This design comes from an exercise in tuning for small area on the open sky130 flow, not from production work. In this exercise RTL edits were held to simulation tests only and were not proved equivalent to the original. Power and IR drop assume default switching activity.

## flow/design.v

```verilog
`timescale 1ns / 1ps
module aomux #(parameter N = 32) (
    input  wire [N*32-1:0] d,
    input  wire [N-1:0]    s,
    output wire [31:0]     q
);
    localparam G = (N + 2) / 3;
    wire [G*3*32-1:0] dd = {{(G*3-N)*32{1'b0}}, d};
    wire [G*3-1:0]    ss = {{(G*3-N){1'b0}}, s};
    genvar b, k;
    generate
        for (b = 0; b < 32; b = b + 1) begin : g_bit
            wire [G-1:0] t;
            for (k = 0; k < G; k = k + 1) begin : g_grp
                if (3*k + 2 < N) begin : g3
                    ao3n u (.a1(dd[(3*k)*32+b]),   .a2(ss[3*k]),
                            .b1(dd[(3*k+1)*32+b]), .b2(ss[3*k+1]),
                            .c1(dd[(3*k+2)*32+b]), .c2(ss[3*k+2]), .y(t[k]));
                end else if (3*k + 1 < N) begin : g2
                    ao2n u (.a1(dd[(3*k)*32+b]),   .a2(ss[3*k]),
                            .b1(dd[(3*k+1)*32+b]), .b2(ss[3*k+1]), .y(t[k]));
                end else begin : g1
                    assign t[k] = ~(dd[(3*k)*32+b] & ss[3*k]);
                end
            end
            assign q[b] = ~&t;
        end
    endgenerate
endmodule
module ao3n (
    input  wire a1, a2, b1, b2, c1, c2,
    output wire y
);
    assign y = ~((a1 & a2) | (b1 & b2) | (c1 & c2));
endmodule
module ao2n (
    input  wire a1, a2, b1, b2,
    output wire y
);
    assign y = ~((a1 & a2) | (b1 & b2));
endmodule
module sqsum (
    input  wire [15:0] re,
    input  wire [15:0] im,
    output wire [30:0] x
);
    wire w1 = ~(~(re[15] & ~re[0]) ^ ~(re[1] & re[14]));
    wire w2 = ~(re[15] & ~re[0]) | ~(re[1] & re[14]);
    wire w3 = ~(~(re[0] & re[11]) ^ ~(re[1] & re[10]));
    wire w4 = ~(re[0] & re[11]) | ~(re[1] & re[10]);
    wire w5, w6;
    fadd u_w5 (.a(~(re[0] & re[13])), .b(~(re[1] & re[12])), .c(~(re[2] & re[11])), .s(w5), .co(w6));
    wire w7 = ~(~(re[3] & re[10]) ^ ~(re[4] & re[9]));
    wire w8 = ~(re[3] & re[10]) | ~(re[4] & re[9]);
    wire w9, w10;
    fadd u_w9 (.a(~(re[0] & re[14])), .b(~(re[1] & re[13])), .c(~(re[2] & re[12])), .s(w9), .co(w10));
    wire w11 = ~(~(re[3] & re[11]) ^ ~(re[4] & re[10]));
    wire w12 = ~(re[3] & re[11]) | ~(re[4] & re[10]);
    wire w13, w14;
    fadd u_w13 (.a(~(re[2] & re[13])), .b(~(re[3] & re[12])), .c(~(re[4] & re[11])), .s(w13), .co(w14));
    wire w15, w16;
    fadd u_w15 (.a(~(re[5] & re[10])), .b(~(re[6] & re[9])), .c(~(re[7] & re[8])), .s(w15), .co(w16));
    wire w17, w18;
    fadd u_w17 (.a(~re[8]), .b(~re[15]), .c(~(im[15] & ~im[0])), .s(w17), .co(w18));
    wire w19, w20;
    fadd u_w19 (.a(~(im[1] & im[14])), .b(~(im[2] & im[13])), .c(~(im[3] & im[12])), .s(w19), .co(w20));
    wire w21, w22;
    fadd u_w21 (.a(~(re[15] & ~re[1])), .b(~(re[2] & re[14])), .c(~(re[3] & re[13])), .s(w21), .co(w22));
    wire w23, w24;
    fadd u_w23 (.a(~(re[4] & re[12])), .b(~(re[5] & re[11])), .c(~(re[6] & re[10])), .s(w23), .co(w24));
    wire w25, w26;
    fadd u_w25 (.a(~(re[7] & re[9])), .b(~(im[15] & ~im[1])), .c(~(im[2] & im[14])), .s(w25), .co(w26));
    wire w27, w28;
    fadd u_w27 (.a(~(re[15] & ~re[2])), .b(~(re[3] & re[14])), .c(~(re[4] & re[13])), .s(w27), .co(w28));
    wire w29, w30;
    fadd u_w29 (.a(~(re[5] & re[12])), .b(~(re[6] & re[11])), .c(~(re[7] & re[10])), .s(w29), .co(w30));
    wire w31, w32;
    fadd u_w31 (.a(~(re[8] & re[9])), .b(~re[9]), .c(~(im[15] & ~im[2])), .s(w31), .co(w32));
    wire w33, w34;
    fadd u_w33 (.a(~(re[15] & ~re[3])), .b(~(re[4] & re[14])), .c(~(re[5] & re[13])), .s(w33), .co(w34));
    wire w35, w36;
    fadd u_w35 (.a(~(re[15] & ~re[4])), .b(~(re[5] & re[14])), .c(~(re[6] & re[13])), .s(w35), .co(w36));
    wire w37 = ~(~(re[0] & re[7]) ^ ~(re[1] & re[6]));
    wire w38 = ~(re[0] & re[7]) | ~(re[1] & re[6]);
    wire w39, w40;
    fadd u_w39 (.a(~(re[0] & re[9])), .b(~(re[1] & re[8])), .c(~(re[2] & re[7])), .s(w39), .co(w40));
    wire w41 = ~(~(re[3] & re[6]) ^ ~(re[4] & re[5]));
    wire w42 = ~(re[3] & re[6]) | ~(re[4] & re[5]);
    wire w43, w44;
    fadd u_w43 (.a(~(re[0] & re[10])), .b(~(re[1] & re[9])), .c(~(re[2] & re[8])), .s(w43), .co(w44));
    wire w45 = ~(~(re[3] & re[7]) ^ ~(re[4] & re[6]));
    wire w46 = ~(re[3] & re[7]) | ~(re[4] & re[6]);
    wire w47, w48;
    fadd u_w47 (.a(~(re[2] & re[9])), .b(~(re[3] & re[8])), .c(~(re[4] & re[7])), .s(w47), .co(w48));
    wire w49, w50;
    fadd u_w49 (.a(~(re[5] & re[6])), .b(~re[6]), .c(~(im[0] & im[11])), .s(w49), .co(w50));
    wire w51, w52;
    fadd u_w51 (.a(~(im[1] & im[10])), .b(~(im[2] & im[9])), .c(~(im[3] & im[8])), .s(w51), .co(w52));
    wire w53, w54;
    fadd u_w53 (.a(~(re[0] & re[12])), .b(~(re[1] & re[11])), .c(~(re[2] & re[10])), .s(w53), .co(w54));
    wire w55, w56;
    fadd u_w55 (.a(~(re[3] & re[9])), .b(~(re[4] & re[8])), .c(~(re[5] & re[7])), .s(w55), .co(w56));
    wire w57, w58;
    fadd u_w57 (.a(~(im[0] & im[12])), .b(~(im[1] & im[11])), .c(~(im[2] & im[10])), .s(w57), .co(w58));
    wire w59 = ~(~(im[3] & im[9]) ^ ~(im[4] & im[8]));
    wire w60 = ~(im[3] & im[9]) | ~(im[4] & im[8]);
    wire w61, w62;
    fadd u_w61 (.a(~(re[5] & re[8])), .b(~(re[6] & re[7])), .c(~re[7]), .s(w61), .co(w62));
    wire w63, w64;
    fadd u_w63 (.a(~(im[0] & im[13])), .b(~(im[1] & im[12])), .c(~(im[2] & im[11])), .s(w63), .co(w64));
    wire w65, w66;
    fadd u_w65 (.a(~(im[3] & im[10])), .b(~(im[4] & im[9])), .c(~(im[5] & im[8])), .s(w65), .co(w66));
    wire w67, w68;
    fadd u_w67 (.a(~(im[6] & im[7])), .b(~im[7]), .c(w5), .s(w67), .co(w68));
    wire w69, w70;
    fadd u_w69 (.a(~(re[5] & re[9])), .b(~(re[6] & re[8])), .c(~(im[0] & im[14])), .s(w69), .co(w70));
    wire w71, w72;
    fadd u_w71 (.a(~(im[1] & im[13])), .b(~(im[2] & im[12])), .c(~(im[3] & im[11])), .s(w71), .co(w72));
    wire w73, w74;
    fadd u_w73 (.a(~(im[4] & im[10])), .b(~(im[5] & im[9])), .c(~(im[6] & im[8])), .s(w73), .co(w74));
    wire w75, w76;
    fadd u_w75 (.a(w9), .b(w11), .c(w6), .s(w75), .co(w76));
    wire w77, w78;
    fadd u_w77 (.a(~(im[4] & im[11])), .b(~(im[5] & im[10])), .c(~(im[6] & im[9])), .s(w77), .co(w78));
    wire w79, w80;
    fadd u_w79 (.a(~(im[7] & im[8])), .b(~im[8]), .c(~im[15]), .s(w79), .co(w80));
    wire w81, w82;
    fadd u_w81 (.a(w1), .b(w13), .c(w15), .s(w81), .co(w82));
    wire w83, w84;
    fadd u_w83 (.a(w17), .b(w19), .c(w10), .s(w83), .co(w84));
    wire w85, w86;
    fadd u_w85 (.a(~(im[3] & im[13])), .b(~(im[4] & im[12])), .c(~(im[5] & im[11])), .s(w85), .co(w86));
    wire w87, w88;
    fadd u_w87 (.a(~(im[6] & im[10])), .b(~(im[7] & im[9])), .c(w2), .s(w87), .co(w88));
    wire w89, w90;
    fadd u_w89 (.a(w21), .b(w23), .c(w25), .s(w89), .co(w90));
    wire w91, w92;
    fadd u_w91 (.a(w14), .b(w16), .c(w18), .s(w91), .co(w92));
    wire w93, w94;
    fadd u_w93 (.a(~(im[3] & im[14])), .b(~(im[4] & im[13])), .c(~(im[5] & im[12])), .s(w93), .co(w94));
    wire w95, w96;
    fadd u_w95 (.a(~(im[6] & im[11])), .b(~(im[7] & im[10])), .c(~(im[8] & im[9])), .s(w95), .co(w96));
    wire w97, w98;
    fadd u_w97 (.a(~im[9]), .b(w27), .c(w29), .s(w97), .co(w98));
    wire w99, w100;
    fadd u_w99 (.a(w31), .b(w22), .c(w24), .s(w99), .co(w100));
    wire w101, w102;
    fadd u_w101 (.a(~(re[6] & re[12])), .b(~(re[7] & re[11])), .c(~(re[8] & re[10])), .s(w101), .co(w102));
    wire w103, w104;
    fadd u_w103 (.a(~(im[15] & ~im[3])), .b(~(im[4] & im[14])), .c(~(im[5] & im[13])), .s(w103), .co(w104));
    wire w105, w106;
    fadd u_w105 (.a(~(im[6] & im[12])), .b(~(im[7] & im[11])), .c(~(im[8] & im[10])), .s(w105), .co(w106));
    wire w107, w108;
    fadd u_w107 (.a(w33), .b(w28), .c(w30), .s(w107), .co(w108));
    wire w109, w110;
    fadd u_w109 (.a(~(re[7] & re[12])), .b(~(re[8] & re[11])), .c(~(re[9] & re[10])), .s(w109), .co(w110));
    wire w111, w112;
    fadd u_w111 (.a(~re[10]), .b(~(im[15] & ~im[4])), .c(~(im[5] & im[14])), .s(w111), .co(w112));
    wire w113, w114;
    fadd u_w113 (.a(~(im[6] & im[13])), .b(~(im[7] & im[12])), .c(~(im[8] & im[11])), .s(w113), .co(w114));
    wire w115, w116;
    fadd u_w115 (.a(~(im[9] & im[10])), .b(~im[10]), .c(w35), .s(w115), .co(w116));
    wire w117, w118;
    fadd u_w117 (.a(~(re[15] & ~re[5])), .b(~(re[6] & re[14])), .c(~(re[7] & re[13])), .s(w117), .co(w118));
    wire w119, w120;
    fadd u_w119 (.a(~(re[8] & re[12])), .b(~(re[9] & re[11])), .c(~(im[15] & ~im[5])), .s(w119), .co(w120));
    wire w121, w122;
    fadd u_w121 (.a(~(im[6] & im[14])), .b(~(im[7] & im[13])), .c(~(im[8] & im[12])), .s(w121), .co(w122));
    wire w123, w124;
    fadd u_w123 (.a(~(re[15] & ~re[6])), .b(~(re[7] & re[14])), .c(~(re[8] & re[13])), .s(w123), .co(w124));
    wire w125, w126;
    fadd u_w125 (.a(~(re[9] & re[12])), .b(~(re[10] & re[11])), .c(~re[11]), .s(w125), .co(w126));
    wire w127, w128;
    fadd u_w127 (.a(~(im[15] & ~im[6])), .b(~(im[7] & im[14])), .c(~(im[8] & im[13])), .s(w127), .co(w128));
    wire w129, w130;
    fadd u_w129 (.a(~(re[15] & ~re[7])), .b(~(re[8] & re[14])), .c(~(re[9] & re[13])), .s(w129), .co(w130));
    wire w131, w132;
    fadd u_w131 (.a(~(re[15] & ~re[8])), .b(~(re[9] & re[14])), .c(~(re[10] & re[13])), .s(w131), .co(w132));
    wire w133, w134;
    fadd u_w133 (.a(~(re[0] & re[5])), .b(~(re[1] & re[4])), .c(~(re[2] & re[3])), .s(w133), .co(w134));
    wire w135 = ~(~(re[0] & re[6]) ^ ~(re[1] & re[5]));
    wire w136 = ~(re[0] & re[6]) | ~(re[1] & re[5]);
    wire w137, w138;
    fadd u_w137 (.a(~(re[2] & re[5])), .b(~(re[3] & re[4])), .c(~re[4]), .s(w137), .co(w138));
    wire w139, w140;
    fadd u_w139 (.a(~(im[0] & im[7])), .b(~(im[1] & im[6])), .c(~(im[2] & im[5])), .s(w139), .co(w140));
    wire w141, w142;
    fadd u_w141 (.a(~(re[0] & re[8])), .b(~(re[1] & re[7])), .c(~(re[2] & re[6])), .s(w141), .co(w142));
    wire w143, w144;
    fadd u_w143 (.a(~(re[3] & re[5])), .b(~(im[0] & im[8])), .c(~(im[1] & im[7])), .s(w143), .co(w144));
    wire w145 = ~(~(im[2] & im[6]) ^ ~(im[3] & im[5]));
    wire w146 = ~(im[2] & im[6]) | ~(im[3] & im[5]);
    wire w147, w148;
    fadd u_w147 (.a(~re[5]), .b(~(im[0] & im[9])), .c(~(im[1] & im[8])), .s(w147), .co(w148));
    wire w149, w150;
    fadd u_w149 (.a(~(im[2] & im[7])), .b(~(im[3] & im[6])), .c(~(im[4] & im[5])), .s(w149), .co(w150));
    wire w151, w152;
    fadd u_w151 (.a(~im[5]), .b(w39), .c(w41), .s(w151), .co(w152));
    wire w153, w154;
    fadd u_w153 (.a(~(im[0] & im[10])), .b(~(im[1] & im[9])), .c(~(im[2] & im[8])), .s(w153), .co(w154));
    wire w155, w156;
    fadd u_w155 (.a(~(im[3] & im[7])), .b(~(im[4] & im[6])), .c(w43), .s(w155), .co(w156));
    wire w157, w158;
    fadd u_w157 (.a(w45), .b(w40), .c(w42), .s(w157), .co(w158));
    wire w159, w160;
    fadd u_w159 (.a(~(im[4] & im[7])), .b(~(im[5] & im[6])), .c(~im[6]), .s(w159), .co(w160));
    wire w161, w162;
    fadd u_w161 (.a(w3), .b(w47), .c(w49), .s(w161), .co(w162));
    wire w163, w164;
    fadd u_w163 (.a(w51), .b(w44), .c(w46), .s(w163), .co(w164));
    wire w165, w166;
    fadd u_w165 (.a(~(im[5] & im[7])), .b(w4), .c(w53), .s(w165), .co(w166));
    wire w167, w168;
    fadd u_w167 (.a(w55), .b(w57), .c(w59), .s(w167), .co(w168));
    wire w169, w170;
    fadd u_w169 (.a(w48), .b(w50), .c(w52), .s(w169), .co(w170));
    wire w171, w172;
    fadd u_w171 (.a(w7), .b(w61), .c(w63), .s(w171), .co(w172));
    wire w173, w174;
    fadd u_w173 (.a(w65), .b(w67), .c(w54), .s(w173), .co(w174));
    wire w175, w176;
    fadd u_w175 (.a(w56), .b(w58), .c(w60), .s(w175), .co(w176));
    wire w177, w178;
    fadd u_w177 (.a(w8), .b(w69), .c(w71), .s(w177), .co(w178));
    wire w179, w180;
    fadd u_w179 (.a(w73), .b(w75), .c(w62), .s(w179), .co(w180));
    wire w181, w182;
    fadd u_w181 (.a(w64), .b(w66), .c(w68), .s(w181), .co(w182));
    wire w183, w184;
    fadd u_w183 (.a(w12), .b(w77), .c(w79), .s(w183), .co(w184));
    wire w185, w186;
    fadd u_w185 (.a(w81), .b(w83), .c(w70), .s(w185), .co(w186));
    wire w187, w188;
    fadd u_w187 (.a(w72), .b(w74), .c(w76), .s(w187), .co(w188));
    wire w189, w190;
    fadd u_w189 (.a(w20), .b(w85), .c(w87), .s(w189), .co(w190));
    wire w191, w192;
    fadd u_w191 (.a(w89), .b(w91), .c(w78), .s(w191), .co(w192));
    wire w193, w194;
    fadd u_w193 (.a(w80), .b(w82), .c(w84), .s(w193), .co(w194));
    wire w195, w196;
    fadd u_w195 (.a(w26), .b(w93), .c(w95), .s(w195), .co(w196));
    wire w197, w198;
    fadd u_w197 (.a(w97), .b(w99), .c(w86), .s(w197), .co(w198));
    wire w199, w200;
    fadd u_w199 (.a(w88), .b(w90), .c(w92), .s(w199), .co(w200));
    wire w201, w202;
    fadd u_w201 (.a(w32), .b(w101), .c(w103), .s(w201), .co(w202));
    wire w203, w204;
    fadd u_w203 (.a(w105), .b(w107), .c(w94), .s(w203), .co(w204));
    wire w205, w206;
    fadd u_w205 (.a(w96), .b(w98), .c(w100), .s(w205), .co(w206));
    wire w207, w208;
    fadd u_w207 (.a(w34), .b(w109), .c(w111), .s(w207), .co(w208));
    wire w209, w210;
    fadd u_w209 (.a(w113), .b(w115), .c(w102), .s(w209), .co(w210));
    wire w211, w212;
    fadd u_w211 (.a(w104), .b(w106), .c(w108), .s(w211), .co(w212));
    wire w213, w214;
    fadd u_w213 (.a(~(im[9] & im[11])), .b(w36), .c(w117), .s(w213), .co(w214));
    wire w215, w216;
    fadd u_w215 (.a(w119), .b(w121), .c(w110), .s(w215), .co(w216));
    wire w217, w218;
    fadd u_w217 (.a(w112), .b(w114), .c(w116), .s(w217), .co(w218));
    wire w219, w220;
    fadd u_w219 (.a(~(im[9] & im[12])), .b(~(im[10] & im[11])), .c(~im[11]), .s(w219), .co(w220));
    wire w221, w222;
    fadd u_w221 (.a(w123), .b(w125), .c(w127), .s(w221), .co(w222));
    wire w223, w224;
    fadd u_w223 (.a(w118), .b(w120), .c(w122), .s(w223), .co(w224));
    wire w225, w226;
    fadd u_w225 (.a(~(re[10] & re[12])), .b(~(im[15] & ~im[7])), .c(~(im[8] & im[14])), .s(w225), .co(w226));
    wire w227, w228;
    fadd u_w227 (.a(~(im[9] & im[13])), .b(~(im[10] & im[12])), .c(w129), .s(w227), .co(w228));
    wire w229, w230;
    fadd u_w229 (.a(w124), .b(w126), .c(w128), .s(w229), .co(w230));
    wire w231, w232;
    fadd u_w231 (.a(~(re[11] & re[12])), .b(~re[12]), .c(~(im[15] & ~im[8])), .s(w231), .co(w232));
    wire w233, w234;
    fadd u_w233 (.a(~(im[9] & im[14])), .b(~(im[10] & im[13])), .c(~(im[11] & im[12])), .s(w233), .co(w234));
    wire w235, w236;
    fadd u_w235 (.a(~im[12]), .b(w131), .c(w130), .s(w235), .co(w236));
    wire w237, w238;
    fadd u_w237 (.a(~(re[15] & ~re[9])), .b(~(re[10] & re[14])), .c(~(re[11] & re[13])), .s(w237), .co(w238));
    wire w239, w240;
    fadd u_w239 (.a(~(im[15] & ~im[9])), .b(~(im[10] & im[14])), .c(~(im[11] & im[13])), .s(w239), .co(w240));
    wire w241, w242;
    fadd u_w241 (.a(~(re[15] & ~re[10])), .b(~(re[11] & re[14])), .c(~(re[12] & re[13])), .s(w241), .co(w242));
    wire w243, w244;
    fadd u_w243 (.a(~re[13]), .b(~(im[15] & ~im[10])), .c(~(im[11] & im[14])), .s(w243), .co(w244));
    wire w245, w246;
    fadd u_w245 (.a(~(re[0] & re[3])), .b(~(re[1] & re[2])), .c(~re[2]), .s(w245), .co(w246));
    wire w247 = ~(~(re[0] & re[4]) ^ ~(re[1] & re[3]));
    wire w248 = ~(re[0] & re[4]) | ~(re[1] & re[3]);
    wire w249, w250;
    fadd u_w249 (.a(~re[3]), .b(~(im[0] & im[5])), .c(~(im[1] & im[4])), .s(w249), .co(w250));
    wire w251 = ~(~(im[2] & im[3]) ^ ~im[3]);
    wire w252 = ~(im[2] & im[3]) | ~im[3];
    wire w253, w254;
    fadd u_w253 (.a(~(re[2] & re[4])), .b(~(im[0] & im[6])), .c(~(im[1] & im[5])), .s(w253), .co(w254));
    wire w255, w256;
    fadd u_w255 (.a(~(im[2] & im[4])), .b(w135), .c(w134), .s(w255), .co(w256));
    wire w257, w258;
    fadd u_w257 (.a(~(im[3] & im[4])), .b(~im[4]), .c(w37), .s(w257), .co(w258));
    wire w259, w260;
    fadd u_w259 (.a(w137), .b(w139), .c(w136), .s(w259), .co(w260));
    wire w261, w262;
    fadd u_w261 (.a(w38), .b(w141), .c(w143), .s(w261), .co(w262));
    wire w263, w264;
    fadd u_w263 (.a(w145), .b(w138), .c(w140), .s(w263), .co(w264));
    wire w265, w266;
    fadd u_w265 (.a(w147), .b(w149), .c(w151), .s(w265), .co(w266));
    wire w267, w268;
    fadd u_w267 (.a(w142), .b(w144), .c(w146), .s(w267), .co(w268));
    wire w269, w270;
    fadd u_w269 (.a(w153), .b(w155), .c(w157), .s(w269), .co(w270));
    wire w271, w272;
    fadd u_w271 (.a(w148), .b(w150), .c(w152), .s(w271), .co(w272));
    wire w273, w274;
    fadd u_w273 (.a(w159), .b(w161), .c(w163), .s(w273), .co(w274));
    wire w275, w276;
    fadd u_w275 (.a(w154), .b(w156), .c(w158), .s(w275), .co(w276));
    wire w277, w278;
    fadd u_w277 (.a(w165), .b(w167), .c(w169), .s(w277), .co(w278));
    wire w279, w280;
    fadd u_w279 (.a(w160), .b(w162), .c(w164), .s(w279), .co(w280));
    wire w281, w282;
    fadd u_w281 (.a(w171), .b(w173), .c(w175), .s(w281), .co(w282));
    wire w283, w284;
    fadd u_w283 (.a(w166), .b(w168), .c(w170), .s(w283), .co(w284));
    wire w285, w286;
    fadd u_w285 (.a(w177), .b(w179), .c(w181), .s(w285), .co(w286));
    wire w287, w288;
    fadd u_w287 (.a(w172), .b(w174), .c(w176), .s(w287), .co(w288));
    wire w289, w290;
    fadd u_w289 (.a(w183), .b(w185), .c(w187), .s(w289), .co(w290));
    wire w291, w292;
    fadd u_w291 (.a(w178), .b(w180), .c(w182), .s(w291), .co(w292));
    wire w293, w294;
    fadd u_w293 (.a(w189), .b(w191), .c(w193), .s(w293), .co(w294));
    wire w295, w296;
    fadd u_w295 (.a(w184), .b(w186), .c(w188), .s(w295), .co(w296));
    wire w297, w298;
    fadd u_w297 (.a(w195), .b(w197), .c(w199), .s(w297), .co(w298));
    wire w299, w300;
    fadd u_w299 (.a(w190), .b(w192), .c(w194), .s(w299), .co(w300));
    wire w301, w302;
    fadd u_w301 (.a(w201), .b(w203), .c(w205), .s(w301), .co(w302));
    wire w303, w304;
    fadd u_w303 (.a(w196), .b(w198), .c(w200), .s(w303), .co(w304));
    wire w305, w306;
    fadd u_w305 (.a(w207), .b(w209), .c(w211), .s(w305), .co(w306));
    wire w307, w308;
    fadd u_w307 (.a(w202), .b(w204), .c(w206), .s(w307), .co(w308));
    wire w309, w310;
    fadd u_w309 (.a(w213), .b(w215), .c(w217), .s(w309), .co(w310));
    wire w311, w312;
    fadd u_w311 (.a(w208), .b(w210), .c(w212), .s(w311), .co(w312));
    wire w313, w314;
    fadd u_w313 (.a(w219), .b(w221), .c(w223), .s(w313), .co(w314));
    wire w315, w316;
    fadd u_w315 (.a(w214), .b(w216), .c(w218), .s(w315), .co(w316));
    wire w317, w318;
    fadd u_w317 (.a(w225), .b(w227), .c(w229), .s(w317), .co(w318));
    wire w319, w320;
    fadd u_w319 (.a(w220), .b(w222), .c(w224), .s(w319), .co(w320));
    wire w321, w322;
    fadd u_w321 (.a(w231), .b(w233), .c(w235), .s(w321), .co(w322));
    wire w323, w324;
    fadd u_w323 (.a(w226), .b(w228), .c(w230), .s(w323), .co(w324));
    wire w325, w326;
    fadd u_w325 (.a(w132), .b(w237), .c(w239), .s(w325), .co(w326));
    wire w327, w328;
    fadd u_w327 (.a(w232), .b(w234), .c(w236), .s(w327), .co(w328));
    wire w329, w330;
    fadd u_w329 (.a(~(im[12] & im[13])), .b(~im[13]), .c(w241), .s(w329), .co(w330));
    wire w331, w332;
    fadd u_w331 (.a(w243), .b(w238), .c(w240), .s(w331), .co(w332));
    wire w333, w334;
    fadd u_w333 (.a(~(re[15] & ~re[11])), .b(~(re[12] & re[14])), .c(~(im[15] & ~im[11])), .s(w333), .co(w334));
    wire w335, w336;
    fadd u_w335 (.a(~(im[12] & im[14])), .b(w242), .c(w244), .s(w335), .co(w336));
    wire w337, w338;
    fadd u_w337 (.a(~(re[15] & ~re[12])), .b(~(re[13] & re[14])), .c(~re[14]), .s(w337), .co(w338));
    wire w339, w340;
    fadd u_w339 (.a(~(im[15] & ~im[12])), .b(~(im[13] & im[14])), .c(~im[14]), .s(w339), .co(w340));
    wire w341 = ~(~(re[0] & re[1]) ^ ~re[1]);
    wire w342 = ~(re[0] & re[1]) | ~re[1];
    wire w343 = ~(~(im[0] & im[3]) ^ ~(im[1] & im[2]));
    wire w344 = ~(im[0] & im[3]) | ~(im[1] & im[2]);
    wire w345, w346;
    fadd u_w345 (.a(~(im[0] & im[4])), .b(~(im[1] & im[3])), .c(w247), .s(w345), .co(w346));
    wire w347, w348;
    fadd u_w347 (.a(w133), .b(w249), .c(w251), .s(w347), .co(w348));
    wire w349, w350;
    fadd u_w349 (.a(w253), .b(w255), .c(w250), .s(w349), .co(w350));
    wire w351, w352;
    fadd u_w351 (.a(w257), .b(w259), .c(w254), .s(w351), .co(w352));
    wire w353, w354;
    fadd u_w353 (.a(w261), .b(w263), .c(w258), .s(w353), .co(w354));
    wire w355, w356;
    fadd u_w355 (.a(w265), .b(w267), .c(w262), .s(w355), .co(w356));
    wire w357, w358;
    fadd u_w357 (.a(w269), .b(w271), .c(w266), .s(w357), .co(w358));
    wire w359, w360;
    fadd u_w359 (.a(w273), .b(w275), .c(w270), .s(w359), .co(w360));
    wire w361, w362;
    fadd u_w361 (.a(w277), .b(w279), .c(w274), .s(w361), .co(w362));
    wire w363, w364;
    fadd u_w363 (.a(w281), .b(w283), .c(w278), .s(w363), .co(w364));
    wire w365, w366;
    fadd u_w365 (.a(w285), .b(w287), .c(w282), .s(w365), .co(w366));
    wire w367, w368;
    fadd u_w367 (.a(w289), .b(w291), .c(w286), .s(w367), .co(w368));
    wire w369, w370;
    fadd u_w369 (.a(w293), .b(w295), .c(w290), .s(w369), .co(w370));
    wire w371, w372;
    fadd u_w371 (.a(w297), .b(w299), .c(w294), .s(w371), .co(w372));
    wire w373, w374;
    fadd u_w373 (.a(w301), .b(w303), .c(w298), .s(w373), .co(w374));
    wire w375, w376;
    fadd u_w375 (.a(w305), .b(w307), .c(w302), .s(w375), .co(w376));
    wire w377, w378;
    fadd u_w377 (.a(w309), .b(w311), .c(w306), .s(w377), .co(w378));
    wire w379, w380;
    fadd u_w379 (.a(w313), .b(w315), .c(w310), .s(w379), .co(w380));
    wire w381, w382;
    fadd u_w381 (.a(w317), .b(w319), .c(w314), .s(w381), .co(w382));
    wire w383, w384;
    fadd u_w383 (.a(w321), .b(w323), .c(w318), .s(w383), .co(w384));
    wire w385, w386;
    fadd u_w385 (.a(w325), .b(w327), .c(w322), .s(w385), .co(w386));
    wire w387, w388;
    fadd u_w387 (.a(w329), .b(w331), .c(w326), .s(w387), .co(w388));
    wire w389, w390;
    fadd u_w389 (.a(w333), .b(w335), .c(w330), .s(w389), .co(w390));
    wire w391, w392;
    fadd u_w391 (.a(w337), .b(w339), .c(w334), .s(w391), .co(w392));
    wire w393, w394;
    fadd u_w393 (.a(~(re[15] & ~re[13])), .b(~(im[15] & ~im[13])), .c(w338), .s(w393), .co(w394));
    wire w395, w396;
    fadd u_w395 (.a(~(re[15] & ~re[14])), .b(~re[15]), .c(~(im[15] & ~im[14])), .s(w395), .co(w396));
    wire w397 = ~(~(im[0] & im[1]) ^ ~im[1]);
    wire w398 = ~(im[0] & im[1]) | ~im[1];
    wire w399, w400;
    fadd u_w399 (.a(~(re[0] & re[2])), .b(~(im[0] & im[2])), .c(w342), .s(w399), .co(w400));
    wire w401, w402;
    fadd u_w401 (.a(~im[2]), .b(w245), .c(w343), .s(w401), .co(w402));
    wire w403, w404;
    fadd u_w403 (.a(w246), .b(w345), .c(w344), .s(w403), .co(w404));
    wire w405, w406;
    fadd u_w405 (.a(w248), .b(w347), .c(w346), .s(w405), .co(w406));
    wire w407, w408;
    fadd u_w407 (.a(w252), .b(w349), .c(w348), .s(w407), .co(w408));
    wire w409, w410;
    fadd u_w409 (.a(w256), .b(w351), .c(w350), .s(w409), .co(w410));
    wire w411, w412;
    fadd u_w411 (.a(w260), .b(w353), .c(w352), .s(w411), .co(w412));
    wire w413, w414;
    fadd u_w413 (.a(w264), .b(w355), .c(w354), .s(w413), .co(w414));
    wire w415, w416;
    fadd u_w415 (.a(w268), .b(w357), .c(w356), .s(w415), .co(w416));
    wire w417, w418;
    fadd u_w417 (.a(w272), .b(w359), .c(w358), .s(w417), .co(w418));
    wire w419, w420;
    fadd u_w419 (.a(w276), .b(w361), .c(w360), .s(w419), .co(w420));
    wire w421, w422;
    fadd u_w421 (.a(w280), .b(w363), .c(w362), .s(w421), .co(w422));
    wire w423, w424;
    fadd u_w423 (.a(w284), .b(w365), .c(w364), .s(w423), .co(w424));
    wire w425, w426;
    fadd u_w425 (.a(w288), .b(w367), .c(w366), .s(w425), .co(w426));
    wire w427, w428;
    fadd u_w427 (.a(w292), .b(w369), .c(w368), .s(w427), .co(w428));
    wire w429, w430;
    fadd u_w429 (.a(w296), .b(w371), .c(w370), .s(w429), .co(w430));
    wire w431, w432;
    fadd u_w431 (.a(w300), .b(w373), .c(w372), .s(w431), .co(w432));
    wire w433, w434;
    fadd u_w433 (.a(w304), .b(w375), .c(w374), .s(w433), .co(w434));
    wire w435, w436;
    fadd u_w435 (.a(w308), .b(w377), .c(w376), .s(w435), .co(w436));
    wire w437, w438;
    fadd u_w437 (.a(w312), .b(w379), .c(w378), .s(w437), .co(w438));
    wire w439, w440;
    fadd u_w439 (.a(w316), .b(w381), .c(w380), .s(w439), .co(w440));
    wire w441, w442;
    fadd u_w441 (.a(w320), .b(w383), .c(w382), .s(w441), .co(w442));
    wire w443, w444;
    fadd u_w443 (.a(w324), .b(w385), .c(w384), .s(w443), .co(w444));
    wire w445, w446;
    fadd u_w445 (.a(w328), .b(w387), .c(w386), .s(w445), .co(w446));
    wire w447, w448;
    fadd u_w447 (.a(w332), .b(w389), .c(w388), .s(w447), .co(w448));
    wire w449, w450;
    fadd u_w449 (.a(w336), .b(w391), .c(w390), .s(w449), .co(w450));
    wire w451, w452;
    fadd u_w451 (.a(w340), .b(w393), .c(w392), .s(w451), .co(w452));
    wire w453, w454;
    fadd u_w453 (.a(~im[15]), .b(w395), .c(w394), .s(w453), .co(w454));
    wire [30:0] ra = {w453, w451, w449, w447, w445, w443, w441, w439, w437, w435, w433, w431, w429, w427, w425, w423, w421, w419, w417, w415, w413, w411, w409, w407, w405, w403, w401, w399, w341, 1'b1, ~re[0]};
    wire [30:0] rb = {w452, w450, w448, w446, w444, w442, w440, w438, w436, w434, w432, w430, w428, w426, w424, w422, w420, w418, w416, w414, w412, w410, w408, w406, w404, w402, w400, w398, w397, 1'b1, ~im[0]};
    assign x = ra + rb + 31'd1;
endmodule
module fadd (
    input  wire a, b, c,
    output wire s, co
);
    assign s  = a ^ b ^ c;
    assign co = (a & b) | (a & c) | (b & c);
endmodule
`timescale 1ns / 1ps
module pitch_correction(
    input wire clk,
    input wire reset,
    input wire [31:0] S_AXIS_DATA_0_tdata,
    input wire  S_AXIS_DATA_0_tlast,
    output wire S_AXIS_DATA_0_tready,
    input wire  S_AXIS_DATA_0_tvalid,
    output wire [31:0] m_axis_data_tdata,
    output wire        m_axis_data_tlast,
    input  wire        m_axis_data_tready,
    output wire        m_axis_data_tvalid,
    output wire [15:0] m_axis_config_tdata,
    input  wire m_axis_config_tready,
    output wire m_axis_config_tvalid,
    output wire [31:0] monitor_fft_out,
    output wire monitor_fft_vld,
    output wire [31:0] monitor_pitch_out,
    output wire monitor_pitch_vld,
    input wire pitch_enable
    );
    localparam LS = 3;               
    localparam S  = 1 << LS;
    localparam NT = 256 / S;         
    wire        in_v = S_AXIS_DATA_0_tvalid;
    wire [31:0] din  = S_AXIS_DATA_0_tdata;
    reg rst_d, cfg_v;
    always @(posedge clk) begin
        rst_d <= reset;
        cfg_v <= rst_d;
    end
    assign m_axis_config_tvalid = cfg_v;
    assign m_axis_config_tdata  = 16'h0001;
    assign m_axis_data_tlast    = 1'b0;
    assign monitor_fft_out      = din;
    assign monitor_fft_vld      = in_v;
    localparam FILLING = 2'd0, READY = 2'd1, EMPTYING = 2'd2;
    reg  [1:0] state;
    reg  [7:0] wp;        
    reg  [7:0] rp;        
    reg        ovld;
    wire       acc     = ovld & m_axis_data_tready;
    wire       lastacc = acc & (rp == 8'd255);
    always @(posedge clk) begin
        if (reset) begin
            state <= FILLING;
            wp    <= 8'd0;
            rp    <= 8'd0;
            ovld  <= 1'b0;
        end else begin
            if (in_v)
                wp <= wp + 8'd1;
            case (state)
                FILLING:  if (wp == 8'd255) state <= READY;
                READY:    if (acc) state <= EMPTYING;
                EMPTYING: if (lastacc) state <= FILLING;
                default:  state <= state;
            endcase
            if (state == READY)
                ovld <= 1'b1;
            else if (state == FILLING || lastacc)
                ovld <= 1'b0;
            if (acc)
                rp <= rp + 8'd1;
            else if (state == FILLING)
                rp <= 8'd0;
        end
    end
    wire        lower = ~wp[7];
    wire [30:0] xsq;
    sqsum u_sq (.re(din[15:0]), .im(din[31:16]), .x(xsq));
    reg  [30:0] nb;
    reg  [6:0]  peak;
    wire        first = (wp[6:0] == 7'd0);
    wire        gt    = first ? ~&xsq : (xsq < nb);
    wire        upd   = in_v & lower & gt;
    wire        cap_x = in_v & lower & (gt | (wp[6:0] == 7'd10) |
                                        (~first & (&nb) & (wp[6:0] == peak)));
    wire        cap_y = in_v & wp[7] & ((wp[6:0] == 7'd10) | (wp[6:0] == peak));
    always @(posedge clk) begin
        if (in_v & lower & (first | gt))
            nb <= xsq;
        if (reset)
            peak <= 7'd0;
        else if (upd)
            peak <= wp[6:0];
    end
    wire [31:0]   dconj = {(~din[31:16]) + 16'd1, din[15:0]};
    reg  [8191:0] ring;
    always @(posedge clk)
        ring <= {ring[8159:0], in_v ? dconj : ring[8191:8160]};
    wire [NT*32-1:0] taps;
    genvar g;
    generate
        for (g = 0; g < NT; g = g + 1) begin : g_tap
            assign taps[g*32 +: 32] = ring[g*S*32 +: 32];
        end
    endgenerate
    reg  [7:0]      stl;
    reg  [(S-1)*32-1:0] dl;
    wire [NT-1:0]   tsel = {{(NT-1){1'b0}}, 1'b1} << stl[7:LS];
    wire [31:0]     tap;
    aomux #(.N(NT)) u_tap (.d(taps), .s(tsel), .q(tap));
    always @(posedge clk) begin
        stl <= ovld ? stl + {7'd0, ~m_axis_data_tready} : 8'd0;
        dl  <= {dl[(S-2)*32-1:0], tap};
    end
    wire [S-1:0] ssel = {{(S-1){1'b0}}, 1'b1} << stl[LS-1:0];
    wire [31:0]  stream;
    aomux #(.N(S)) u_stream (.d({dl, tap}), .s(ssel), .q(stream));
    reg         cap_xd, cap_yd;
    reg  [31:0] cx, cy;
    wire        swp = (rp[6:0] == 7'd10) | (rp[6:0] == peak);
    always @(posedge clk) begin
        cap_xd <= cap_x;
        cap_yd <= cap_y;
        if (cap_xd | (acc & swp & ~rp[7]))
            cx <= stream;
        if (cap_yd | (acc & swp & rp[7]))
            cy <= stream;
    end
    wire [3:0]  osel = {~pitch_enable,
                        pitch_enable & swp & rp[7],
                        pitch_enable & swp & ~rp[7],
                        pitch_enable & ~swp};
    wire [31:0] rd;
    aomux #(.N(4)) u_out (.d({din, cy, cx, stream}), .s(osel), .q(rd));
    assign m_axis_data_tdata    = rd;
    assign m_axis_data_tvalid   = pitch_enable ? ovld : in_v;
    assign S_AXIS_DATA_0_tready = pitch_enable | m_axis_data_tready;
    assign monitor_pitch_out    = rd;
    assign monitor_pitch_vld    = ovld;
endmodule
```

## flow/flow/run.sh

```bash
#!/bin/bash
# Own layout flow: the standard flow (standard.sh, standard synthesis
# included), with clock tree synthesis run without dummy loads and the port
# buffers made with the smallest buffer (repair_design still resizes them).
# Each tool's full output stays in orfs/logs/; make's output goes to
# flow_make.log.
set -euo pipefail
export CTS_ARGS="-sink_clustering_enable -repair_clock_nets -dont_use_dummy_load -buf_list sky130_fd_sc_hd__clkbuf_4 -root_buf sky130_fd_sc_hd__clkbuf_16 -sink_clustering_size 11 -sink_clustering_max_diameter 30"
export BUFFER_PORTS_ARGS="-buffer_cell sky130_fd_sc_hd__buf_1"
bash standard.sh finish > flow_make.log 2>&1
```

## flow/standard.sh

```bash
#!/bin/bash
# synth_recipe.tcl (not shown) runs the flow's synth.tcl, then flattens the netlist and writes it again
# the make line also repeats each setting of config.mk as NAME=value (left out here)
make -C /OpenROAD-flow-scripts/flow DESIGN_CONFIG=/design/flow/config.mk WORK_HOME=/design/flow/orfs CLKGATE_MAP_FILE= SYNTH_SCRIPT=/design/flow/synth_recipe.tcl "${@:-finish}"
```

## flow/config.mk

```make
export PLATFORM = sky130hd
export DESIGN_NAME = pitch_correction
export DESIGN_NICKNAME = pitch_correction
export VERILOG_FILES = /design/flow/design.v
export SDC_FILE = /design/flow/constraint.sdc
export NUM_CORES = 8
export LEC_CHECK = 0
export CAP_MARGIN = 20
export CORE_MARGIN = 2
export CORE_UTILIZATION = 70
export SLEW_MARGIN = 20
export SYNTH_HIERARCHICAL = 1
```

## flow/constraint.sdc

```tcl
create_clock -name core_clock -period 15.0 [get_ports {clk}]
set_input_delay 3.0000 -clock core_clock [delete_from_list [all_inputs] [get_ports {clk}]]
set_output_delay 3.0000 -clock core_clock [all_outputs]
set_load 0.01 [all_outputs]
```

==> out/qor.yml, run 1 <==
crit_required_ps: 15800
globalRouteOverflowTotal: 0
final_hold_viol_count: 0
grt_busiest_layer: "met1"
worst_r2r_startpoint: "stl[3]"
io_pins: 157
ctsResizeCount: 0
ff2ff_setup_slack_ps: 10660
max_freq_ghz: 0.0924
gr-usage-met1_pct: 36.1
ant_nets: 0
clkTransAtPathRegs_ps: 110
die_w_um: 524
met3_usage_pct: 4.73
critPathMaxFanout: 31
total_power_mw: 37.2
whs_path_depth: 0
vdd_drop_max_mv: 0.435
grt_pass1_wl_um: 487000
hold_ws_ps: 206
syn_area_per_cell_um2: 18.0
grt_antenna_before_repair: 33
cp-end-kind: "register"
grt_max_degree: 35
numPortBuffers: 137
grtUsageMet2_pct: 35.5
drt_iter0_markers: 5870
stdcell_area_mm2: 0.201
rr_worst_depth: 8
grtUsageTotal_pct: 24.1
drt-total-wl_um: 329000
clock-sinks: 8549
ys_types: 73
fillCellCount: 16000
final_layout_size_suffix_gt1_share_pct: 10.3
syn2layout_area_growth_pct: 6.40
hold_class: "register to register"
dp_hpwl_um: 191000
cts_setup_buffers: 0
cts_htree_levels: 6
via_count: 76900
tritoncts: "built"
die_y_um: 524
vias_per_cell: 5.08
netlist_area_mm2: 0.189
r2r_end: "cx[2]"
wl_per_cell_um: 21.8
p_leak_nw: 80.0
dieArea_mm2: 0.274
cts_hold_buf: 0
grt_pass1_vias: 79100
start_util_pct: 70.5
clock_latency_ps: 1370
synth-edff-count: 95
synthArstFlopShare_pct: 0
ys_ff_latch: 8549
setup_tns_ps: 0
synth_commonest_cells: "8454 x dfxtp_1, 416 x a222oi_1, 265 x nand2_1"
core_mm2: 0.268
placedInstanceArea_mm2: 0.194
ctsRootBufferMaster: "clkbuf_16"
netlist_instances: 10500
fin_worst_skew_ps: 220
gp_congestion: 0.860
ys_warn_count: 7
outcome: "timing/DRC/antenna clean"
min_from: "ring[5269]"
regArea_mm2: 0.172
crit_path_start_kind: "input pin"
grt_setup_unrepaired: "no"
p_per_area_mw_per_mm2: 185
finalSetupViolCount: 0
period_minus_slack_ps: 10830
drc: 0
cap_violations: 0
arrival_ps: 11630
slew_violations: 0
multi_input_area_mm2: 0.0162
yosys-top-cells-area: "dfxtp_1 89%, fa_1 2.3%, a222oi_1 2.2%"
seq_area_frac_synth_pct: 91.0
synth_top_area_share_pct: 89.5
yosys.area.top_type: "dfxtp_1"
yosys_most_used_dff: "dfxtp_1"
synth_most_common_cell: "dfxtp_1"
tightest_slew_ps: 1140
cts_made_buffers: 922
clk_path_buf_depth: 4
min_to: "ring[5301]"
final_nets: 11900
slew_headroom_pct: 23.4
min_period_over_period_pct: 72.2
first_pass_iters: 7
path_class: "input pin to register"
row_count: 190
power by group:
| part | total (mW) | internal (mW) | switching (mW) |
|---|---|---|---|
| Sequential | 23.4 | 23.2 | 0.127 |
| Clock | 9.01 | 2.82 | 6.18 |
| Combinational | 4.78 | 1.82 | 2.96 |
modules after synthesis (local to each module, per instance), a selection:
module / flops+latches / copies in the design / cells
ao2n: 0 / 64 / 1
ao3n: 0 / 416 / 1
fadd: 0 / 212 / 1
pitch_correction: 8549 / 1 / 9088
sqsum: 0 / 1 / 555
cell families after synthesis:
family	after synthesis	synth area share (%)
buffers and inverters	246	0.673
AOI/OAI and AO/OA	655	3.28
and+or+nand+nor	677	1.74
DFF	8549	91.0
adders and majority gates	296	2.80
muxes	42	0.246
xor gates and xnor gates	63	0.292
other	2	0.00397
sequential cells by signal, summed over array words and instances, names as in the netlist:
| register | cells |
|---|---|
| cx | 32 |
| ring | 8192 |
| rp | 8 |
| stl | 8 |
| rst_d | 1 |
| dl | 224 |
| peak | 7 |
| cy | 32 |
| state | 2 |
| wp | 8 |
| cap_yd | 1 |
| cap_xd | 1 |
| ovld | 1 |
| cfg_v | 1 |
| nb | 31 |
worst max-delay path by stage:
stage                                  startpoint  endpoint  slack [ps]  cells after the start
after global placement    S_AXIS_DATA_0_tdata[12]    nb[28]        3220                     24
after global routing      S_AXIS_DATA_0_tdata[12]    nb[21]        4000                     24
after floorplan            S_AXIS_DATA_0_tdata[2]     nb[0]        3730                     24
after detailed placement  S_AXIS_DATA_0_tdata[12]    nb[26]        3110                     24
final                      S_AXIS_DATA_0_tdata[5]    nb[27]        4170                     24
after CTS                 S_AXIS_DATA_0_tdata[12]    nb[27]        4470                     24
layer usage:
layer | vias to the layer above | wire length, um | part of all wire (%)
li1 | 36500 | - | -
met1 | 37700 | 159000 | 48
met2 | 2154 | 142000 | 43
met3 | 553 | 19900 | 6.0
met4 | 4 | 8350 | 2.5
met5 | - | 39 | 0.012
cell usage in the layout, fill, tap and decap left out, drive strengths merged, types with 82 or more instances in the layout:
cell and n:
nor2 96, buf 210, dfxtp 8454, inv 104, nand2 265, nand3 82, nand4 91, fa 213
a222oi 416, ha 83, clkbuf 934, edfxtp 95
through the flow:
step	util, %	std cells	setup WS [ps]
floorplan	-	10500	3730
detailed placement	72.4	14200	3110
global route	75.0	15100	4000
finish	75.0	15100	4170
global placement	72.4	14200	3220
CTS	75.0	15100	4470
layout make-up:
type                    instances  area share, %
inverters                     105          0.196
repair buffers                222          0.581
clock buffers                 922           3.45
well taps                    3552           2.21
multi-input cells            1750           8.06
diodes                         21         0.0261
flip-flops and latches       8549           85.5
worst max-delay path, cell delays in order:
cell      delay, ps
clkbuf_2        680
nand2_1         220
fa_1            600
fa_1            440
fa_1            580
fa_1            450
fa_1            580
fa_1            490
ha_1            390
a21oi_1         270
o21ai_0         180
inv_1           100
o311ai_1        130
a221o_1         450
a211oi_1        350
xnor2_1         270
ha_1            320
nand4_1         110
nor4_1           80
a221oi_1        260
or4b_1          470
a31o_2          280
nor2b_1         170
nor2_4          700
==> run 2: changes to the inputs <==
--- a/flow/design.v
+++ b/flow/design.v
@@ -19,4 +19,5 @@
                 end else if (3*k + 1 < N) begin : g2
-                    ao2n u (.a1(dd[(3*k)*32+b]),   .a2(ss[3*k]),
-                            .b1(dd[(3*k+1)*32+b]), .b2(ss[3*k+1]), .y(t[k]));
+                    ao3n u (.a1(dd[(3*k)*32+b]),   .a2(ss[3*k]),
+                            .b1(dd[(3*k+1)*32+b]), .b2(ss[3*k+1]),
+                            .c1(dd[(3*k+1)*32+b]), .c2(ss[3*k+1]), .y(t[k]));
                 end else begin : g1
@@ -35,8 +36,2 @@
 endmodule
-module ao2n (
-    input  wire a1, a2, b1, b2,
-    output wire y
-);
-    assign y = ~((a1 & a2) | (b1 & b2));
-endmodule
 module sqsum (
==> out/qor.yml, run 2 <==
drt-total-wl_um: 331000  # +0.73%
pre_cts_ws_ps: 3070  # -36.7 ps
synthArstFlopShare_pct: 0  # unchanged
multi_input_area_mm2: 0.0160  # -1.3%
clock_latency_ps: 1310  # -60 ps
hold_ws_ps: 161  # -45.1 ps
min_period_over_period_pct: 72.0  # -0.21 points
regArea_mm2: 0.172  # unchanged
row_count: 190  # unchanged
die_y_um: 524  # about the same
cts_hold_buf: 0  # unchanged
tightest_slew_ps: 1100  # -48.8 ps
crit_path_top_delay_cell: "nor2_4"
syn_area_per_cell_um2: 18.0  # about the same
arrival_ps: 11600  # -30 ps
synth_most_common_cell: "dfxtp_1"
slew_headroom_pct: 27.0  # +3.6 points
critPathMaxFanout: 31  # unchanged
gp_congestion: 0.849  # -1.3%
cap_violations: 0  # unchanged
dp_hpwl_um: 195000  # +2.0%
ant_nets: 1  # +1
first_pass_iters: 11  # +4
grt_pass1_vias: 79200  # +0.24%
outcome: "complete, but fails checks"
crit_path_start_kind: "input pin"
grt_max_degree: 49  # +40%
final_hold_viol_count: 0  # unchanged
p_sw_mw: 9.28  # about the same
rr_worst_depth: 8  # unchanged
biggestRegsByFlops: "ring (8192), dl (224)"
cts_made_buffers: 920  # -0.22%
ys_ff_latch: 8549  # unchanged
seq_area_frac_synth_pct: 91.0  # about the same
cpMostUsedCell: "fa_1"
layout_common_cells: "8454 x dfxtp_1, 919 x clkbuf_4, 480 x a222oi_1"
globalRouteOverflowTotal: 0  # unchanged
yosys-top-cells-area: "dfxtp_1 90%, a222oi_1 2.5%, fa_1 2.3%"
path_class: "input pin to register"
cp_top_family: "adder cells"
ctsResizeCount: 0  # unchanged
max_flop_register: "ring"
start_util_pct: 70.4  # about the same
hold_class: "register to register"
fillCellCount: 16000  # +0.088%
p_leak_nw: 80.0  # about the same
max_freq_ghz: 0.0926  # +0.29%
synth-edff-count: 95  # unchanged
dieArea_mm2: 0.274  # about the same
period_minus_slack_ps: 10790  # -30.8 ps
netlist_area_mm2: 0.189  # about the same
p_per_area_mw_per_mm2: 185  # about the same
synth_commonest_cells: "8454 x dfxtp_1, 480 x a222oi_1, 265 x nand2_1"
cp.depth: 25  # +4.2%
yosys.area.top_type: "dfxtp_1"
clock-sinks: 8549  # unchanged
crit_required_ps: 15800  # about the same
wl_per_cell_um: 21.9  # +0.72%
grt_antenna_before_repair: 41  # +24%
cts_htree_levels: 6  # unchanged
clkPwrFrac_pct: 24.3  # about the same
cpPeakStageDelay_ps: 710  # about the same
ys_types: 72  # -1.4%
internal_power_mw: 27.9  # about the same
finalSetupViolCount: 0  # unchanged
clkTransAtPathRegs_ps: 100  # about the same
switching_share_pct: 25.0  # about the same
fin_worst_skew_ps: 181  # -38.8 ps
drc: 0  # unchanged
final_nets: 11900  # +0.025%
via_count: 77200  # +0.37%
pwr-share-comb_pct: 12.8  # about the same
cp.buffers_inverters: 2  # unchanged
ys_warn_count: 7  # unchanged
final_layout_size_suffix_gt1_share_pct: 9.70  # -0.56 points
syn2layout_area_growth_pct: 6.39  # about the same
vdd_drop_max_mv: 0.401  # -7.9%
die_w_um: 524  # about the same
ctsRootBufferMaster: "clkbuf_16"
whs_path_depth: 0  # unchanged
failed_checks: "antenna violations"
largest_register_ffs: 8192  # unchanged
clk_path_buf_depth: 4  # unchanged
seq_power_share_pct: 62.9  # about the same
cts_setup_buffers: 0  # unchanged
yosys_most_used_dff: "dfxtp_1"
slew_violations: 0  # unchanged
synth_top_area_share_pct: 89.5  # about the same
netlist_instances: 10500  # unchanged
io_pins: 157  # unchanged
drt_iter0_markers: 6454  # +9.9%
vias_per_cell: 5.10  # +0.35%
cp-end-kind: "register"
numPortBuffers: 137  # unchanged
grt_setup_unrepaired: "no"
grt_pass1_wl_um: 489000  # +0.46%
setup_ws_ps: 4210  # +30.8 ps
grtUsageTotal_pct: 24.3  # +0.19 points
layout_commonest_cell: "dfxtp_1"
setup_tns_ps: 0  # unchanged
core_mm2: 0.268  # unchanged
tritoncts: "built"
==> run 2: cell types whose count changed after synthesis <==
cell,previous run,this run
a222oi_1,416,480
a22oi_2,64,0
==> run 2: through the flow <==
stage               power, mW  cell area (um^2)  cells  utilization, %
detailed placement       28.6            194000  14200            72.3
CTS                      37.4            201000  15100            74.9
global placement         28.5            194000  14200            72.3
finish                   37.1            201000  15100            74.9
global route             38.9            201000  15100            74.9
floorplan                27.2            189000  10500               -
==> run 2: path summary, 6_finish.rpt <==
| path | start | endpoint | slack [ps] |
|---|---|---|---|
| max | S_AXIS_DATA_0_tdata[4] | nb[14] | 4210 |
| min | ring[1754] | ring[1786] | 160 |
| max reg2reg | stl[3] | cy[3] | 10270 |
| min reg2reg | ring[1754] | ring[1786] | 160 |
==> run 2: cell families after synthesis <==
group	count (synthesis)	share of synthesized area [%]
xor gates and xnor gates	63	0.292
adders and majority gates	296	2.81
muxes	42	0.246
AOI/OAI and AO/OA	655	3.20
buffers and inverters	246	0.674
DFF	8549	91.0
and+or+nand+nor	677	1.74
other	2	0.00397
==> run 2: metal layers <==
metal / global-route usage, % / vias to the layer above / part of all wire, %
li1: - / 36700 / -
met1: 36.3 / 37700 / 48
met2: 36.1 / 2307 / 44
met3: 4.61 / 500 / 6.3
met4: 7.94 / 4 / 2.3
met5: 0 / - / 0.0066
==> run 2: layout make-up <==
cell class	count	share of cell area [%]
multi-input cells	1750	7.96
well taps	3552	2.21
inverters	105	0.196
clock buffers	920	3.44
flip-flops and latches	8549	85.6
repair buffers	227	0.597
diodes	20	0.0249
==> run 2: power groups by stage <==
stage               clock network (mW)  registers (mW)  logic, mW
floorplan                            0            23.8       3.40
global placement                     0            23.9       4.65
detailed placement                   0            23.9       4.69
CTS                               9.28            23.4       4.72
global route                      10.2            23.4       5.31
finish                            9.01            23.4       4.77
==> run 2: modules after synthesis, one instance, submodules excluded, a selection <==
module	times used	flops+latches	cells
pitch_correction	1	8549	9088
sqsum	1	0	555
fadd	212	0	1
ao3n	480	0	1
==> run 3: changes to the inputs <==
--- a/flow/config.mk
+++ b/flow/config.mk
@@ -7,6 +7,6 @@
 export LEC_CHECK = 0
-export CAP_MARGIN = 20
+export CAP_MARGIN = 10
 export CORE_MARGIN = 2
 export CORE_UTILIZATION = 70
-export SLEW_MARGIN = 20
+export SLEW_MARGIN = 10
 export SYNTH_HIERARCHICAL = 1
==> out/qor.yml, run 3 <==
outcome: "complete, but fails checks"
failed_checks: "antenna violations"
vdd_drop_max_mv: 0.401  # unchanged
synthArstFlopShare_pct: 0  # unchanged
cts_setup_buffers: 0  # unchanged
arrival_ps: 11600  # about the same
drt_iter0_markers: 6454  # unchanged
grt_pass1_vias: 79200  # unchanged
synth_commonest_cells: "8454 x dfxtp_1, 480 x a222oi_1, 265 x nand2_1"
start_util_pct: 70.4  # unchanged
final_nets: 11900  # unchanged
syn_area_per_cell_um2: 18.0  # unchanged
final_cell_count_no_fill: 15100  # unchanged
layout_commonest_cell: "dfxtp_1"
grt_antenna_before_repair: 41  # unchanged
yosys_most_used_dff: "dfxtp_1"
cap_violations: 0  # unchanged
core_mm2: 0.268  # unchanged
dpl.cell_count: 14200  # unchanged
clkPwrFrac_pct: 24.3  # about the same
cts_hold_buf: 0  # unchanged
p_per_area_mw_per_mm2: 185  # unchanged
p_sw_mw: 9.28  # unchanged
ys_types: 72  # unchanged
ctsRootBufferMaster: "clkbuf_16"
clock_latency_ps: 1310  # about the same
globalRouteOverflowTotal: 0  # unchanged
ctsResizeCount: 0  # unchanged
biggestRegsByFlops: "ring (8192), dl (224)"
finalSetupViolCount: 0  # unchanged
via_count: 77200  # unchanged
critPathMaxFanout: 31  # unchanged
io_pins: 157  # unchanged
final_hold_viol_count: 0  # unchanged
row_count: 190  # unchanged
p_leak_nw: 80.0  # unchanged
layout_common_cells: "8454 x dfxtp_1, 919 x clkbuf_4, 480 x a222oi_1"
first_pass_iters: 11  # unchanged
dieArea_mm2: 0.274  # unchanged
ys_ff_latch: 8549  # unchanged
clkTransAtPathRegs_ps: 100  # about the same
ant_nets: 1  # unchanged
cpMostUsedCell: "fa_1"
internal_power_mw: 27.9  # unchanged
die_w_um: 524  # unchanged
seq_power_share_pct: 62.9  # about the same
drc: 0  # unchanged
total_power_mw: 37.1  # unchanged
cpPeakStageDelay_ps: 710  # about the same
max_freq_ghz: 0.0926  # unchanged
period_minus_slack_ps: 10790  # unchanged
synth_top_area_share_pct: 89.5  # unchanged
yosys-top-cells-area: "dfxtp_1 90%, a222oi_1 2.5%, fa_1 2.3%"
cp-end-kind: "register"
grt_max_degree: 49  # unchanged
syn2layout_area_growth_pct: 6.39  # unchanged
gp_congestion: 0.849  # unchanged
tightest_slew_ps: 1100  # unchanged
drt-total-wl_um: 331000  # unchanged
clock-sinks: 8549  # unchanged
netlist_instances: 10500  # unchanged
crit_path_start_kind: "input pin"
grtUsageTotal_pct: 24.3  # unchanged
cts_made_buffers: 920  # unchanged
synth-edff-count: 95  # unchanged
min_period_over_period_pct: 72.0  # unchanged
slew_violations: 0  # unchanged
hold_class: "register to register"
setup_tns_ps: 0  # unchanged
vias_per_cell: 5.10  # unchanged
tritoncts: "built"
fin_worst_skew_ps: 181  # unchanged
clk_path_buf_depth: 4  # unchanged
max_flop_register: "ring"
grt_setup_unrepaired: "no"
netlist_area_mm2: 0.189  # unchanged
crit_path_top_delay_cell: "nor2_4"
fillCellCount: 16000  # unchanged
crit_required_ps: 15800  # about the same
slew_headroom_pct: 27.0  # unchanged
largest_register_ffs: 8192  # unchanged
seq_area_frac_synth_pct: 91.0  # unchanged
die_y_um: 524  # unchanged
yosys.area.top_type: "dfxtp_1"
switching_share_pct: 25.0  # unchanged
ys_warn_count: 7  # unchanged
cts_htree_levels: 6  # unchanged
numPortBuffers: 137  # unchanged
final_layout_size_suffix_gt1_share_pct: 9.70  # unchanged
grt_pass1_wl_um: 489000  # unchanged
synth_most_common_cell: "dfxtp_1"
path_class: "input pin to register"
dp_hpwl_um: 195000  # unchanged
pwr-share-comb_pct: 12.8  # about the same
wl_per_cell_um: 21.9  # unchanged
## run 3: final cells by class
cell class | count | area [um^2] | share of cell area [%]
sequential | 8549 | 172000 | 85.6
multi-input combinational | 1750 | 16000 | 7.96
clock buffer | 920 | 6920 | 3.44
tap | 3552 | 4440 | 2.21
timing repair buffer | 227 | 1200 | 0.597
inverter | 105 | 394 | 0.196
antenna | 20 | 50.0 | 0.0249
## run 3: path summary, 6_finish.rpt
path                     startpoint          to  slack (ps)  cells after the start
min                      ring[1754]  ring[1786]         160                      0
max          S_AXIS_DATA_0_tdata[4]      nb[14]        4210                     25
max reg2reg                  stl[3]       cy[3]       10270                      8
min reg2reg              ring[1754]  ring[1786]         160                      0
## run 3: per-layer routing
layer,global-route usage (%),share of wire (%),vias up
met1,36.3,48,37700
met4,7.94,2.3,4
met2,36.1,44,2307
met5,0,0.0066,-
met3,4.61,6.3,500
li1,-,-,36700
## run 3: cell families (layout without fill, tap and decap cells)
logic type / after synthesis / in the layout / share of synthesized area (%)
compound gates: 655 / 655 / 3.20
other cells: 2 / 37 / 0.00397
buf+inv: 246 / 1252 / 0.674
flops: 8549 / 8549 / 91.0
fa+ha+maj: 296 / 296 / 2.81
xor+xnor: 63 / 63 / 0.292
simple gates: 677 / 677 / 1.74
mux: 42 / 42 / 0.246
## run 3: critical path: cells and delay by family
family                   cells  cell delay (ps)
AO/OA/AOI/OAI                5             1110
XOR/XNOR                     1              450
adder cells (fa/ha/maj)      8             3820
buffers and inverters        2              850
AND/OR/NAND/NOR              9             2340
## run 3: power groups by stage
stage                     registers [mW]  clock network [mW]  logic, mW
after floorplan                     23.8                   0       3.40
after detailed placement            23.9                   0       4.69
after global placement              23.9                   0       4.65
final                               23.4                9.01       4.77
after CTS                           23.4                9.28       4.72
after global routing                23.4                10.2       5.31
## run 3: per-module statistics from Yosys, one instance, submodules excluded, excerpt
module	area (um^2)	cells inside	flops+latches	copies in the design
pitch_correction	176000	9088	8549	1
sqsum	2940	555	0	1
fadd	20.0	1	0	212
ao3n	10.0	1	0	480
## run 3: per-stage QoR
step                util (%)  instance area (um^2)  setup slack, ps  hold WS, ps
floorplan                  -                189000             3730          310
global placement        72.3                194000             3140          309
finish                  74.9                201000             4210          161
global route            74.9                201000             3820          145
CTS                     74.9                201000             4380          135
detailed placement      72.3                194000             3070          312
==> run 4: changes to the inputs <==
--- a/flow/config.mk
+++ b/flow/config.mk
@@ -7,6 +7,6 @@
 export LEC_CHECK = 0
-export CAP_MARGIN = 10
+export CAP_MARGIN = 20
 export CORE_MARGIN = 2
-export CORE_UTILIZATION = 70
-export SLEW_MARGIN = 10
+export CORE_UTILIZATION = 68
+export SLEW_MARGIN = 20
 export SYNTH_HIERARCHICAL = 1
==> out/qor.yml, run 4 <==
ctsRootBufferMaster: "clkbuf_16"
critPathMaxFanout: 31  # unchanged
clkPwrFrac_pct: 24.3  # about the same
die_w_um: 531  # +1.4%
drt-total-wl_um: 326000  # -1.7%
largest_register_ffs: 8192  # unchanged
wl_met3_um: 18900  # -9.7%
drt_iter0_markers: 6155  # -4.6%
ff2ff_setup_slack_ps: 10350  # +80 ps
clkTransAtPathRegs_ps: 100  # about the same
crit_path_start_kind: "input pin"
cts_made_buffers: 928  # +0.87%
min_period_over_period_pct: 72.4  # +0.47 points
cp-end-kind: "register"
first_pass_iters: 14  # +3
synth_most_common_cell: "dfxtp_1"
ant_nets: 0  # -1
synth-edff-count: 95  # unchanged
core_mm2: 0.276  # +3.0%
biggestRegsByFlops: "ring (8192), dl (224)"
dp_hpwl_um: 196000  # +0.61%
r2r_end: "cx[26]"
seq_power_share_pct: 62.9  # about the same
switching_share_pct: 24.9  # -0.11 points
clock-sinks: 8549  # unchanged
pwr-share-comb_pct: 12.8  # about the same
final_nets: 11900  # +0.13%
die_y_um: 531  # +1.4%
ys_ff_latch: 8549  # unchanged
clock_latency_ps: 1380  # +70 ps
fin_worst_skew_ps: 224  # +42.4 ps
layout_commonest_cell: "dfxtp_1"
cap_violations: 0  # unchanged
synth_commonest_cells: "8454 x dfxtp_1, 480 x a222oi_1, 265 x nand2_1"
cts_setup_buffers: 0  # unchanged
start_util_pct: 68.4  # -2.1 points
grt_max_degree: 47  # -4.1%
tritoncts: "built"
crit_start: "S_AXIS_DATA_0_tdata[30]"
outcome: "timing/DRC/antenna clean"
yosys-top-cells-area: "dfxtp_1 90%, a222oi_1 2.5%, fa_1 2.3%"
grt_setup_unrepaired: "no"
dpl.cell_count: 14300  # +1.1%
drc: 0  # unchanged
synth_top_area_share_pct: 89.5  # unchanged
netlist_instances: 10500  # unchanged
final_hold_viol_count: 0  # unchanged
max_flop_register: "ring"
hold_ws_ps: 208  # +46.4 ps
internal_power_mw: 27.9  # about the same
min_from: "ring[665]"
path_class: "input pin to register"
syn_area_per_cell_um2: 18.0  # unchanged
wl_met1_um: 157000  # -0.76%
ys_types: 72  # unchanged
seq_area_frac_synth_pct: 91.0  # unchanged
wl_met2_um: 142000  # -2.0%
crit_path_top_delay_cell: "buf_1"
maxUsedRoutingLayer: "met5"
rr_worst_depth: 8  # unchanged
setup_tns_ps: 0  # unchanged
globalRouteOverflowTotal: 0  # unchanged
crit_end: "nb[27]"
total_power_mw: 37.1  # about the same
finalSetupViolCount: 0  # unchanged
ys_warn_count: 7  # unchanged
vdd_drop_max_mv: 0.386  # -3.9%
cp_top_family: "adder cells"
worst_r2r_startpoint: "stl[3]"
syn2layout_area_growth_pct: 6.61
cp.depth: 25  # unchanged
cpMostUsedCell: "fa_1"
wl_per_cell_um: 21.3  # -2.8%
grt_pass1_vias: 79200  # -0.11%
vias_per_cell: 5.03  # -1.4%
final_cell_count_no_fill: 15300  # +1.1%
ctsResizeCount: 0  # unchanged
max_freq_ghz: 0.0920  # -0.65%
tightest_slew_ps: 1200  # +103 ps
yosys.area.top_type: "dfxtp_1"
crit_required_ps: 15820  # +20 ps
netlist_area_mm2: 0.189  # unchanged
cts_hold_buf: 0  # unchanged
hold_class: "register to register"
gp_congestion: 0.842  # -0.74%
row_count: 193  # +1.6%
period_minus_slack_ps: 10870  # +70.8 ps
grt_pass1_wl_um: 484000  # -1.1%
arrival_ps: 11690  # +90 ps
layout_common_cells: "8454 x dfxtp_1, 930 x clkbuf_4, 480 x a222oi_1"
cp.buffers_inverters: 3  # +1
cts_htree_levels: 6  # unchanged
cpPeakStageDelay_ps: 720  # about the same
yosys_most_used_dff: "dfxtp_1"
slew_headroom_pct: 19.9  # -7.1 points
via_count: 77000  # -0.26%
dieArea_mm2: 0.282  # +2.9%
io_pins: 157  # unchanged
grtUsageTotal_pct: 23.2  # -1.1 points
p_sw_mw: 9.23  # -0.49%
p_leak_nw: 80.1  # +0.13%
grt_antenna_before_repair: 23  # -44%
p_per_area_mw_per_mm2: 184  # -0.27%
synthArstFlopShare_pct: 0  # unchanged
slew_violations: 0  # unchanged
final_layout_size_suffix_gt1_share_pct: 9.85  # +0.15 points
clk_path_buf_depth: 4  # unchanged
numPortBuffers: 137  # unchanged
[run 4: cell counts after synthesis]
No cell type changed its count.
[run 4: logic make-up after synthesis]
kind of cell,Yosys count,share of synthesized area [%]
adders and majority gates,296,2.81
buffers and inverters,246,0.674
xor gates and xnor gates,63,0.292
other,2,0.00397
AOI/OAI and AO/OA,655,3.20
and+or+nand+nor,677,1.74
muxes,42,0.246
DFF,8549,91.0
[run 4: worst min path at each step]
stage                       to  slack, ps  depth (start not counted)
CTS                  ring[822]        200                          0
global route         ring[822]        190                          0
finish               ring[697]        210                          0
floorplan                cfg_v        310                          0
global placement    ring[7775]        310                          0
detailed placement  ring[1536]        310                          0
[run 4: cell type report]
class                           count  area [um^2]
Sequential cell                  8549       172000
Fill cell                       17200        75000
Multi-Input combinational cell   1750        16000
Clock buffer                      928         6980
Tap cell                         3705         4640
Timing Repair Buffer              235         1350
Inverter                          105          394
Antenna cell                       23         57.6
[run 4: stage by stage]
step	utilization, %	area, um^2	worst slack [ps]
detailed placement	70.3	194000	2980
CTS	72.9	201000	4280
finish	72.9	202000	4130
global placement	70.3	194000	2930
floorplan	-	189000	3730
global route	72.9	201000	3820
[run 4: Yosys stat by module, one instance, submodules excluded, a selection]
module	copies in the design	cell area, um^2	cells inside	flip-flops and latches
sqsum	1	2940	555	0
fadd	212	20.0	1	0
pitch_correction	1	176000	9088	8549
ao3n	480	10.0	1	0
[run 4: layer usage]
| metal | vias up | global-route usage, % |
|---|---|---|
| li1 | 36700 | - |
| met1 | 37600 | 34.4 |
| met2 | 2102 | 34.5 |
| met3 | 547 | 4.58 |
| met4 | 12 | 7.62 |
| met5 | - | 0 |
[run 4: power groups by stage]
| stage | logic, mW | clock network, mW | registers, mW |
|---|---|---|---|
| after global routing | 5.32 | 10.2 | 23.4 |
| after detailed placement | 4.72 | 0 | 23.9 |
| after floorplan | 3.40 | 0 | 23.8 |
| after global placement | 4.71 | 0 | 23.9 |
| final | 4.74 | 9.01 | 23.4 |
| after CTS | 4.75 | 9.31 | 23.4 |

==> static timing again, ports no longer ideal <==
How much do the figures lean on ideal ports? The routed layouts below were timed once more, with nothing changed but the port constraints. Step 1 assumes that a clkbuf_16 drives the clock port and a buf_2 every other input. Step 2 moves the port delays by t, midway between the first and last clock arrival at a register: inputs arrive t later, outputs are due t later. That takes back most of the time a late clock gives input paths. Slacks: ideal ports / drivers / drivers and shift; pairs: ideal ports / drivers.
run | shift t [ns] | slack for setup (ns) | hold WS [ns] | worst register clock-pin slew, ns
run 1 | 1.360 | 4.175 / 4.243 / 2.883 | 0.206 / 0.206 / 0.206 | 0.12 / 0.12
run 2 | 1.336 | 4.206 / 4.270 / 2.934 | 0.161 / 0.161 / 0.161 | 0.12 / 0.12
run 3 | 1.336 | 4.206 / 4.270 / 2.934 | 0.161 / 0.161 / 0.161 | 0.12 / 0.12
run 4 | 1.353 | 4.135 / 4.202 / 2.849 | 0.208 / 0.208 / 0.208 | 0.12 / 0.12
The setup slack of run 1, which loses most, moves by +0.068 ns with the drivers and by -1.292 ns with both steps.
